Context: an optimization exercise on an open-source flow, tuned for small area, a short achievable clock period and few clock cycles per item. The choices shown serve that exercise and are no tape-out recipe. In this exercise RTL edits were held to simulation tests only and were not proved equivalent to the original.

==> flow/design.v (outline; a module is shown in full before it is edited, if it fits) <==
// module PixelSolver: 10724 lines
module PixelSolver (
  input               io_cmd_valid,
  output              io_cmd_ready,
  input      [27:0]   io_cmd_payload_x,
  input      [27:0]   io_cmd_payload_y,
  output              io_rsp_valid,
  input               io_rsp_ready,
  output     [5:0]    io_rsp_payload_iteration,
  input               clk,
  input               reset
);
  // ...
==> flow/run.sh <==
#!/bin/bash
# synth_recipe.tcl (not shown) runs the flow's synth.tcl, then flattens the netlist and writes it again
# the make line also repeats each setting of config.mk as NAME=value (left out here)
make -C /OpenROAD-flow-scripts/flow DESIGN_CONFIG=/design/flow/config.mk WORK_HOME=/design/flow/orfs CLKGATE_MAP_FILE= SYNTH_SCRIPT=/design/flow/synth_recipe.tcl finish
==> flow/config.mk <==
export PLATFORM = sky130hd
export DESIGN_NAME = PixelSolver
export DESIGN_NICKNAME = PixelSolver
export VERILOG_FILES = /design/flow/design.v
export SDC_FILE = /design/flow/constraint.sdc
export NUM_CORES = 4
export LEC_CHECK = 0
export CAP_MARGIN = 20
export CORE_MARGIN = 2
export CORE_UTILIZATION = 40
export SETUP_SLACK_MARGIN = 5
export SLEW_MARGIN = 20
==> flow/constraint.sdc <==
create_clock -name core_clock -period 12.0 [get_ports {clk}]
set_input_delay 2.4000 -clock core_clock [delete_from_list [all_inputs] [get_ports {clk}]]
set_output_delay 2.4000 -clock core_clock [all_outputs]
set_load 0.01 [all_outputs]
==> impl_metrics.env, run 1 <==
export IMPL_outcome="no timing/DRC/antenna violations"
export IMPL_reg2reg_slack_ns=5.30
export IMPL_multi_input_area_share=0.651
export IMPL_hold_depth=0
export IMPL_fp_dieArea_um2=202000
export IMPL_synth_common_cells="inv_1, fa_1, and2_1, ha_1, dfxtp_1"
export IMPL_rr_worst_depth=23
export IMPL_largest_class="multi-input combinational cells"
export IMPL_synthArstFlopShare=0.0448
export IMPL_die_w_um=449
export IMPL_sh_seq_area=0.172
export IMPL_multi_input_area_um2=55800
export IMPL_gr_total_overflow=0
export IMPL_dpl_cell_count=10200
export IMPL_final_common_cell="inv_1"
export IMPL_n_all_buffers=161
export IMPL_skew_ns=0.0647
export IMPL_path_buf_inv=6
export IMPL_max_freq_ghz=0.149
export IMPL_largest_register_ffs=96
export IMPL_slew_headroom=0.258
export IMPL_endpoint="rb[2][0]$_DFFE_PP_"
export IMPL_clock_area_frac=0.0327
export IMPL_clockBufferDepth=3
export IMPL_die_h_um=449
export IMPL_fillers=18700
export IMPL_synth_edff_count=152
export IMPL_ys_seq_area_frac=0.185
export IMPL_start_kind="flip-flop"
export IMPL_ant_nets=0
export IMPL_yosys_area_share_simple=0.132
export IMPL_syn_num_nets=9881
export IMPL_antenna_found_initial=19
export IMPL_worst_slew_pin_slew_ns=1.11
export IMPL_synthXorXnorAreaFrac=0.0174
export IMPL_syn_area_um2=79300
export IMPL_grt_pass1_wl_mm=350
export IMPL_seq_area_um2=14700
Testbench counts, summed over its fixed seeds: cycles 13,265, pixels 2,048.
==> run 2, diff against run 1 <==
==> flow/flow/run.sh (new file) <==
#!/bin/bash
set -euo pipefail
bash standard.sh SETUP_SLACK_MARGIN=7 finish > standard_flow.log 2>&1
==> flow/standard.sh (new file) <==
#!/bin/bash
# synth_recipe.tcl (not shown) runs the flow's synth.tcl, then flattens the netlist and writes it again
# the make line also repeats each setting of config.mk as NAME=value (left out here)
make -C /OpenROAD-flow-scripts/flow DESIGN_CONFIG=/design/flow/config.mk WORK_HOME=/design/flow/orfs CLKGATE_MAP_FILE= SYNTH_SCRIPT=/design/flow/synth_recipe.tcl "${@:-finish}"
--- a/flow/config.mk
+++ b/flow/config.mk
@@ -10,3 +10,2 @@
 export CORE_UTILIZATION = 40
-export SETUP_SLACK_MARGIN = 5
 export SLEW_MARGIN = 20
removed: flow/run.sh
==> impl_metrics.env, run 2 <==
export IMPL_synth_common_cells="inv_1, fa_1, and2_1, ha_1, dfxtp_1"
export IMPL_placed_area_um2=83000
export IMPL_hold_depth=0
export IMPL_cp_arrival_ns=6.36
export IMPL_min_delay_start="v1$_DFF_PP0_"
export IMPL_hold_end="v2$_DFF_PP0_"
export IMPL_worst_path_largest_cell_delay_ns=0.68
export IMPL_finalHoldViolCount=0
export IMPL_post_place_ws_ns=4.69
export IMPL_reg2reg_slack_ns=6.08
export IMPL_dr_total_vias=52100
export IMPL_drt_wirelength_per_cell_um=22.0
export IMPL_drtIter0Drc=3054
export IMPL_path_cells="ha_2 > inv_2 > fa_1 > fa_2 > clkinv_4 > ha_4 > inv_2 > fa_1 > inv_1 > fa_1 > ha_4 > o21ai_2 > a2111oi_4 > o41ai_4 > nand4_1 > o211ai_1 > xnor2_2 > nor4_4 > a21oi_4 > buf_12 > and2_4 > nor4_4 > buf_4"
export IMPL_syn_num_nets=9881
export IMPL_gr_total_overflow=0
export IMPL_synth_top_cell_by_area="fa_1"
export IMPL_cts_made_buffers=79
export IMPL_die_w_um=449
export IMPL_start_util=0.402
export IMPL_grt_pass1_wl_mm=355
export IMPL_final_setup_tns_ns=0
export IMPL_final_util=0.447
export IMPL_drt_pass1_iterations=6
export IMPL_ys_ff_latch=648
export IMPL_grt_max_degree=58
export IMPL_worstSetupEndpointType="flip-flop"
export IMPL_setup_slack_ns=6.08
export IMPL_top_register="rb"
export IMPL_final_area_um2=88100
export IMPL_rr_startpoint="px1[33]$_DFF_P_"
export IMPL_drive_gt1_frac=0.0916
export IMPL_largest_register_ffs=96
export IMPL_ant_nets=0
export IMPL_io_buffers=67
export IMPL_clockBufferDepth=3
export IMPL_worst_slew_pin_slew_ns=1.20
export IMPL_yosysWarnings=1
export IMPL_rsz0062_at_grt="yes"
export IMPL_synth_ff_type="dfxtp_1"
export IMPL_path_clk_slew_ns=0.07
export IMPL_start_kind="flip-flop"
export IMPL_rows=163
export IMPL_slew_violations=0
export IMPL_cp_max_fo=8
export IMPL_htreeDepth=3
export IMPL_outcome="no timing/DRC/antenna violations"
export IMPL_insertion_delay_ns=0.76
export IMPL_grt_pass1_vias=58700
export IMPL_multi_input_area_um2=56600
export IMPL_rr_worst_depth=23
export IMPL_skew_ns=0.0746
export IMPL_ys_seq_area_frac=0.185
export IMPL_syn2layout_area_growth_pct=11.1
export IMPL_min_period_over_period=0.494
export IMPL_final_nets=9895
export IMPL_num_io_pins=68
export IMPL_synthCells=7724
export IMPL_critPathMostFrequentCell="fa_1"
export IMPL_drt_total_wl_mm=230
export IMPL_synthArstFlopShare=0.0448
export IMPL_r2r_end="rb[0][2]$_DFFE_PP_"
export IMPL_fp_dieArea_um2=202000
export IMPL_min_path_type="reg2reg"
export IMPL_grt_total_usage=0.232
export IMPL_synth_edff_count=152
export IMPL_ys_types=78
export IMPL_fillers=18500
export IMPL_syn_area_um2=79300
export IMPL_cp_slowest_cell="fa_2"
export IMPL_avgSynthCellArea_um2=10.3
export IMPL_period_minus_slack_ns=5.92
export IMPL_drc=0
export IMPL_synth_top_area_share=0.409
export IMPL_drv_cap=0
export IMPL_antenna_found_initial=19
export IMPL_layout_common_cells="inv_1, fa_1, and2_1"
export IMPL_cts_sinks=648
export IMPL_slew_headroom=0.200
export IMPL_gp_congestion=0.906
export IMPL_synth_most_common_cell="inv_1"
export IMPL_worstSetupPathType="reg2reg"
export IMPL_die_h_um=449
export IMPL_setup_viol=0
export IMPL_final_common_cell="inv_1"
export IMPL_cts_root_buf="clkbuf_16"
export IMPL_critPathRequiredTime_ns=12.44
export IMPL_avgViaCountPerCell=4.99
export IMPL_core_um2=197000
export IMPL_tritoncts="done"
export IMPL_place_hpwl_mm=163
export IMPL_seq_area_um2=14800
export IMPL_max_freq_ghz=0.169
export IMPL_synthTopCellsByArea="fa_1, dfxtp_1, and2_1, inv_1, ha_1"
[run 2: changes by cell type in the layout (fill, tap and decap cells not counted), sizes merged]
| cell | delta |
|---|---|
| diode | +3 |
| clkdlybuf4s50 | -7 |
| clkbuf | -1 |
| clkinvlp | +1 |
| or2 | +4 |
| buf | +132 |
| bufinv | +4 |
| nand2b | +2 |
| clkinv | +3 |
| and2 | +2 |
| inv | -3 |
[run 2: what timing repair did]
action,in CTS,in global routing
gates resized for setup,155,129
endpoints found under the hold margin,0,0
setup endpoints to repair,287,286
hold buffers,0,0
cloned,9,7
pin swaps,64,47
setup buffers,71,53
[run 2: how the worst max path moves through the flow]
stage	slack, ns	startpoint	depth (start not counted)	endpoint
5_1_grt	5.81	px1[42]$_DFF_P_	21	rb[11][4]$_DFFE_PP_
2_1_floorplan	6.49	px1[33]$_DFF_P_	23	rb[8][0]$_DFFE_PP_
3_5_place_dp	4.69	px1[33]$_DFF_P_	21	y[25]$_DFF_P_
3_3_place_gp	4.78	px1[33]$_DFF_P_	21	x[27]$_DFF_P_
6_report	6.08	px1[33]$_DFF_P_	23	rb[0][2]$_DFFE_PP_
4_1_cts	6.06	px2[39]$_DFF_P_	24	rb[0][2]$_DFFE_PP_
[run 2: stage by stage]
stage,hold slack (ns),instances
finish,0.350,10400
global route,0.364,10400
detailed placement,0.336,10200
floorplan,0.331,7724
global placement,0.332,10200
CTS,0.345,10400
[run 2: cells by family after synthesis]
group,synth area share
flip-flops,0.185
buffers and inverters,0.114
AND/OR/NAND/NOR,0.132
XOR/XNOR,0.0174
multiplexers,0.0332
AO/OA/AOI/OAI,0.0343
adder cells (fa/ha/maj),0.484
[run 2: critical path, delay by kind of cell, from the launching register on]
kind / cells / cell delay (ns)
buf+inv: 6 / 0.59
fa+ha+maj: 7 / 2.85
xor+xnor: 1 / 0.19
compound gates: 5 / 0.81
flops: 1 / 0.33
simple gates: 4 / 0.84
[run 2: routing by layer]
metal | vias to the layer above | track usage | share of wire
li1 | 22600 | - | -
met1 | 27500 | 0.304 | 0.42
met2 | 1564 | 0.391 | 0.48
met3 | 446 | 0.0336 | 0.060
met4 | 4 | 0.0821 | 0.039
met5 | - | 0 | 0.00014
[run 2: layout make-up]
class                   count  area share
diodes                      4    0.000114
clock buffers              98      0.0245
clock inverters            50     0.00784
inverters                2035      0.0869
multi-input cells        4684       0.642
flip-flops and latches    648       0.167
well taps                2640      0.0375
repair buffers            290      0.0333
==> run 3, diff against run 2 <==
==> flow/flow/run.sh (replaced) <==
#!/bin/bash
set -euo pipefail
RES="$PWD/orfs/results/sky130hd/PixelSolver/base"
bash standard.sh synth > standard_synth.log 2>&1
cp "$RES/1_2_yosys.v" "$RES/1_2_yosys.std.v"
python3 flow/polarity.py "$RES/1_2_yosys.std.v" "$RES/1_2_yosys.pol.v" > polarity.log 2>&1
sleep 1
cp "$RES/1_2_yosys.pol.v" "$RES/1_2_yosys.v"
touch "$RES/1_2_yosys.v"
bash standard.sh SETUP_SLACK_MARGIN=7 finish > standard_flow.log 2>&1
==> flow/flow/polarity.py (new file) <==
#!/usr/bin/env python3
"""Remove inverters around full adders in a Yosys gate netlist.

A full adder is self-dual: FA(~a, ~b, ~c) = ~FA(a, b, c) for both SUM and
COUT. Every sky130 fa cell may therefore be "flipped": its inputs are fed
the complements and its outputs then carry the complements. This script
collapses the netlist's inverters into (signal, phase) pairs, picks a flip
for every full adder that needs the fewest inverters (greedy passes), and
writes the netlist back with one inverter per signal that is still needed
in the opposite phase. The logic function of every register input and
output port is unchanged; no register is touched.

usage: polarity.py in.v out.v
"""
import re
import sys

OUTPINS = {'X', 'Y', 'Q', 'Q_N', 'SUM', 'COUT', 'HI', 'LO'}
INV_RE = re.compile(r'sky130_fd_sc_hd__(inv|clkinv)_\d+$')
FA_RE = re.compile(r'sky130_fd_sc_hd__fa_\d+$')

src = open(sys.argv[1]).read()
m = re.search(r'\bmodule\s+(\w+)\s*\((.*?)\);', src, re.S)
mod_start = m.end()
end_idx = src.rindex('endmodule')
body = src[mod_start:end_idx]

# ports
ports = set()
for d in re.finditer(r'^\s*(input|output|inout)\s+(\[[^\]]*\]\s*)?([^;]+);', body, re.M):
    for n in d.group(3).split(','):
        ports.add(n.strip())


def net_is_port(n):
    base = n.split('[')[0].strip().lstrip('\\').strip()
    return base in ports or n.strip() in ports


cell_re = re.compile(r'(\(\*[^*]*\*\)\s*)?(sky130_fd_sc_hd__\w+)\s+(\S+)\s*\((.*?)\);', re.S)
pin_re = re.compile(r'\.(\w+)\(\s*(.*?)\s*\)\s*(?:,|$)', re.S)

cells = []   # dict(type, name, pins{pin:net}, span)
for cm in cell_re.finditer(body):
    pins = {}
    for pm in pin_re.finditer(cm.group(4)):
        pins[pm.group(1)] = pm.group(2).strip()
    cells.append({'type': cm.group(2), 'name': cm.group(3), 'pins': pins,
                  'span': (cm.start(), cm.end())})


def norm(n):
    return n.strip()


def is_const(n):
    return re.fullmatch(r"1'[bh][01]", n) is not None


driver = {}
for i, c in enumerate(cells):
    for p, n in c['pins'].items():
        if p in OUTPINS:
            driver[norm(n)] = (i, p)

# collapsible inverters: output not a port
collapse = set()
for i, c in enumerate(cells):
    if INV_RE.match(c['type']) and not net_is_port(c['pins']['Y']):
        collapse.add(i)

memo = {}


def base_of(n):
    n = norm(n)
    if n in memo:
        return memo[n]
    d = driver.get(n)
    if d is not None and d[0] in collapse:
        b, p = base_of(cells[d[0]]['pins']['A'])
        r = (b, p ^ 1)
    else:
        r = (n, 0)
    memo[n] = r
    return r


fa = [i for i, c in enumerate(cells) if FA_RE.match(c['type'])]
fa_idx = {i: k for k, i in enumerate(fa)}
flip = [0] * len(fa)

# loads: (cell index, pin, base, parity)
loads = []
loads_of_base = {}
for i, c in enumerate(cells):
    if i in collapse:
        continue
    for p, n in c['pins'].items():
        if p in OUTPINS or is_const(n):
            continue
        b, par = base_of(n)
        k = len(loads)
        loads.append((i, p, b, par))
        loads_of_base.setdefault(b, []).append(k)
# port nets driven through collapsed inverters: the port itself is a load
# (only if a port net is driven by a collapsible inverter, which we excluded)

fa_out_bases = {}
for k, i in enumerate(fa):
    outs = []
    for p in ('SUM', 'COUT'):
        n = cells[i]['pins'].get(p)
        if n is not None:
            outs.append(norm(n))
    fa_out_bases[k] = outs
base_driver_fa = {}
for k, outs in fa_out_bases.items():
    for b in outs:
        base_driver_fa[b] = k


def need(b):
    """does base b need an inverter under the current flips?"""
    prod = flip[base_driver_fa[b]] if b in base_driver_fa else 0
    for k in loads_of_base.get(b, ()):
        i, p, _, par = loads[k]
        f = flip[fa_idx[i]] if i in fa_idx else 0
        if par ^ f ^ prod:
            return True
    return False


def touched(k):
    i = fa[k]
    s = set(fa_out_bases[k])
    for p, n in cells[i]['pins'].items():
        if p not in OUTPINS and not is_const(n):
            s.add(base_of(n)[0])
    return s


def cost_all():
    return sum(1 for b in loads_of_base if need(b))


before = cost_all()
for it in range(20):
    changed = 0
    for k in range(len(fa)):
        t = touched(k)
        c0 = sum(need(b) for b in t)
        flip[k] ^= 1
        c1 = sum(need(b) for b in t)
        if c1 < c0:
            changed += 1
        else:
            flip[k] ^= 1
    if not changed:
        break
after = cost_all()
orig_inv = len(collapse)
print('inverters: %d collapsible in netlist, %d needed before flips, %d after, %d adders flipped'
      % (orig_inv, before, after, sum(flip)), file=sys.stderr)

# rebuild
newinv = {}
extra_decl = []
extra_cells = []


def inv_net(b):
    if b not in newinv:
        nm = 'polinv_%d' % len(newinv)
        newinv[b] = nm
        extra_decl.append('  wire %s;' % nm)
        extra_cells.append('  sky130_fd_sc_hd__inv_1 %s_c (\n    .A(%s ),\n    .Y(%s )\n  );' % (nm, b, nm))
    return newinv[b]


newpins = {}
for k_, (i, p, b, par) in enumerate(loads):
    prod = flip[base_driver_fa[b]] if b in base_driver_fa else 0
    f = flip[fa_idx[i]] if i in fa_idx else 0
    r = par ^ f ^ prod
    newpins.setdefault(i, {})[p] = inv_net(b) if r else b
# constants on flipped adders
for k, i in enumerate(fa):
    if flip[k]:
        for p, n in cells[i]['pins'].items():
            if p not in OUTPINS and is_const(n):
                newpins.setdefault(i, {})[p] = "1'h1" if n.endswith('0') else "1'h0"

out = []
pos = 0
for i, c in enumerate(cells):
    s, e = c['span']
    out.append(body[pos:s])
    pos = e
    if i in collapse:
        continue
    pins = dict(c['pins'])
    pins.update(newpins.get(i, {}))
    txt = '%s %s (\n%s\n  );' % (c['type'], c['name'],
                                 ',\n'.join('    .%s(%s )' % (p, n) for p, n in pins.items()))
    out.append(txt)
out.append(body[pos:])
newbody = ''.join(out)
# declarations first, then cells
newsrc = src[:mod_start] + '\n' + '\n'.join(extra_decl) + newbody + '\n'.join(extra_cells) + '\n' + src[end_idx:]
open(sys.argv[2], 'w').write(newsrc)
==> impl_metrics.env, run 3 <==
export IMPL_outcome="no timing/DRC/antenna violations"
export IMPL_drive_gt1_frac=0.0972
export IMPL_dr_total_vias=45700
export IMPL_cp_arrival_ns=6.21
export IMPL_grt_max_degree=58
export IMPL_endpoint="rb[1][5]$_DFFE_PP_"
export IMPL_critPathLaunch="px1[38]$_DFF_P_"
export IMPL_rows=157
export IMPL_drtIter0Drc=3005
export IMPL_min_path_type="reg2reg"
export IMPL_worstSetupPathType="reg2reg"
export IMPL_syn_num_nets=8269
export IMPL_io_buffers=67
export IMPL_grt_pass1_vias=52100
export IMPL_worstSetupEndpointType="flip-flop"
export IMPL_setup_viol=0
export IMPL_finalHoldViolCount=0
export IMPL_grt_pass1_wl_mm=325
export IMPL_fp_dieArea_um2=187000
export IMPL_slew_violations=0
export IMPL_drv_cap=0
export IMPL_layout_common_cells="fa_1, and2_1, ha_1"
export IMPL_core_um2=182000
export IMPL_die_w_um=432
export IMPL_max_freq_ghz=0.173
export IMPL_num_io_pins=68
export IMPL_fillers=16500
export IMPL_syn2layout_area_growth_pct=10.4
export IMPL_antenna_found_initial=7
export IMPL_cp_max_fo=8
export IMPL_top_register="rb"
export IMPL_path_clk_slew_ns=0.06
export IMPL_drc=0
export IMPL_skew_ns=0.0590
export IMPL_drt_total_wl_mm=209
export IMPL_gp_congestion=0.911
export IMPL_post_place_ws_ns=4.85
export IMPL_final_setup_tns_ns=0
export IMPL_drt_pass1_iterations=5
export IMPL_cts_root_buf="clkbuf_16"
export IMPL_avgViaCountPerCell=5.35
export IMPL_rr_worst_depth=20
export IMPL_critPathRequiredTime_ns=12.41
export IMPL_r2r_end="rb[1][5]$_DFFE_PP_"
export IMPL_slew_headroom=0.295
export IMPL_hold_ws_ns=0.354
export IMPL_final_nets=8235
export IMPL_reg2reg_slack_ns=6.21
export IMPL_clockBufferDepth=3
export IMPL_place_hpwl_mm=144
export IMPL_rsz0062_at_grt="yes"
export IMPL_yosysWarnings=1
export IMPL_setup_slack_ns=6.21
export IMPL_cts_made_buffers=79
export IMPL_gr_total_overflow=0
export IMPL_ant_nets=0
export IMPL_insertion_delay_ns=0.73
export IMPL_synthCells=6112
export IMPL_die_h_um=432
export IMPL_worst_slew_pin_slew_ns=1.06
export IMPL_period_minus_slack_ns=5.79
export IMPL_tritoncts="done"
export IMPL_final_common_cell="fa_1"
export IMPL_grt_total_usage=0.231
export IMPL_start_kind="flip-flop"
export IMPL_drt_wirelength_per_cell_um=24.4
export IMPL_min_period_over_period=0.483
export IMPL_rr_startpoint="px1[38]$_DFF_P_"
export IMPL_ctsHoldBuffers=0
export IMPL_htreeDepth=3
export IMPL_avgSynthCellArea_um2=12.0
export IMPL_largest_register_ffs=96
export IMPL_start_util=0.402
export IMPL_syn_area_um2=73300
export IMPL_cts_sinks=648
run 3: repair_timing:
action | in CTS | in global routing
buffers inserted | 66 | 24
endpoints found under the setup margin | 288 | 287
gates cloned | 14 | 2
pin swaps | 71 | 28
gates resized for setup | 149 | 36
run 3: through the flow:
step / area (µm²) / cells / utilization
2_1_floorplan: 73600 / 6112 / -
3_3_place_gp: 76500 / 8275 / 0.419
3_5_place_dp: 76500 / 8276 / 0.419
4_1_cts: 80500 / 8503 / 0.441
5_1_grt: 80900 / 8529 / 0.443
6_report: 80900 / 8533 / 0.443
run 3: how the worst min path moves through the flow:
stage / cells after the start / slack (ns) / from / to
floorplan: 0 / 0.33 / y02[0]$_DFF_P_ / y01[0]$_DFF_P_
global placement: 0 / 0.34 / v1$_DFF_PP0_ / v2$_DFF_PP0_
detailed placement: 0 / 0.34 / v1$_DFF_PP0_ / v2$_DFF_PP0_
CTS: 0 / 0.35 / x02[6]$_DFF_P_ / x01[6]$_DFF_P_
global route: 0 / 0.36 / x02[6]$_DFF_P_ / x01[6]$_DFF_P_
finish: 0 / 0.35 / x02[6]$_DFF_P_ / x01[6]$_DFF_P_
run 3: layout make-up:
cell class                 count  area (µm²)  area share
antenna                        4        10.0    0.000124
tap                         2385        2980      0.0369
clock inverter                40         490     0.00606
clock buffer                 107        2270      0.0280
sequential                   648       14700       0.182
inverter                     423        1590      0.0197
timing repair buffer         241        2500      0.0308
multi-input combinational   4685       56300       0.696
run 3: routing by layer:
metal | up-vias | wire (µm) | part of all wire | GRT usage
met2 | 1453 | 101000 | 0.48 | 0.385
met4 | 0 | 6770 | 0.032 | 0.0745
met1 | 24600 | 87900 | 0.42 | 0.309
li1 | 19300 | - | - | -
met5 | - | 0 | 0 | 0
met3 | 335 | 13100 | 0.063 | 0.0380
run 3: worst max-delay path: stages, from the launching register on:
cell       delay (ns)
dfxtp_1          0.33
ha_1             0.21
fa_1             0.47
fa_2             0.68
inv_1            0.07
ha_2             0.16
a21o_1           0.16
fa_1             0.50
fa_1             0.46
ha_4             0.31
nand3_4          0.09
a2111oi_4        0.25
o41ai_4          0.18
nand4_1          0.13
o211ai_1         0.20
xnor2_2          0.22
nor4_4           0.21
a21oi_4          0.15
and2_4           0.24
nor4_4           0.30
buf_4            0.19

[separate check: timing with driven ports]
The flow's constraints put no driver on any port. The routed layouts listed below were extracted and timed again, unchanged, in two steps. Step 1: set_driving_cell puts a clkbuf_16 on clk and a buf_2 on each other input, an assumption about the parent block. Step 2 adds t to the input delays and takes it off the output delays; t is the mean of the earliest and latest rising clock arrival at the registers after step 1. Input paths then give back, and output paths get back, about the clock's delay inside the block. Slacks: ideal / step 1 / step 2; pairs: ideal / step 1.
run	t, ns	slack for setup (ns)	clock arrival spread, ns	pins driven straight from the clock port
run 1	0.800	5.297 / 5.297 / 5.297	0.067 / 0.067	1
run 2	0.820	6.077 / 6.077 / 6.077	0.076 / 0.075	1
run 3	0.796	6.205 / 6.205 / 6.205	0.061 / 0.060	1
After both steps setup and hold are still met in every run listed.
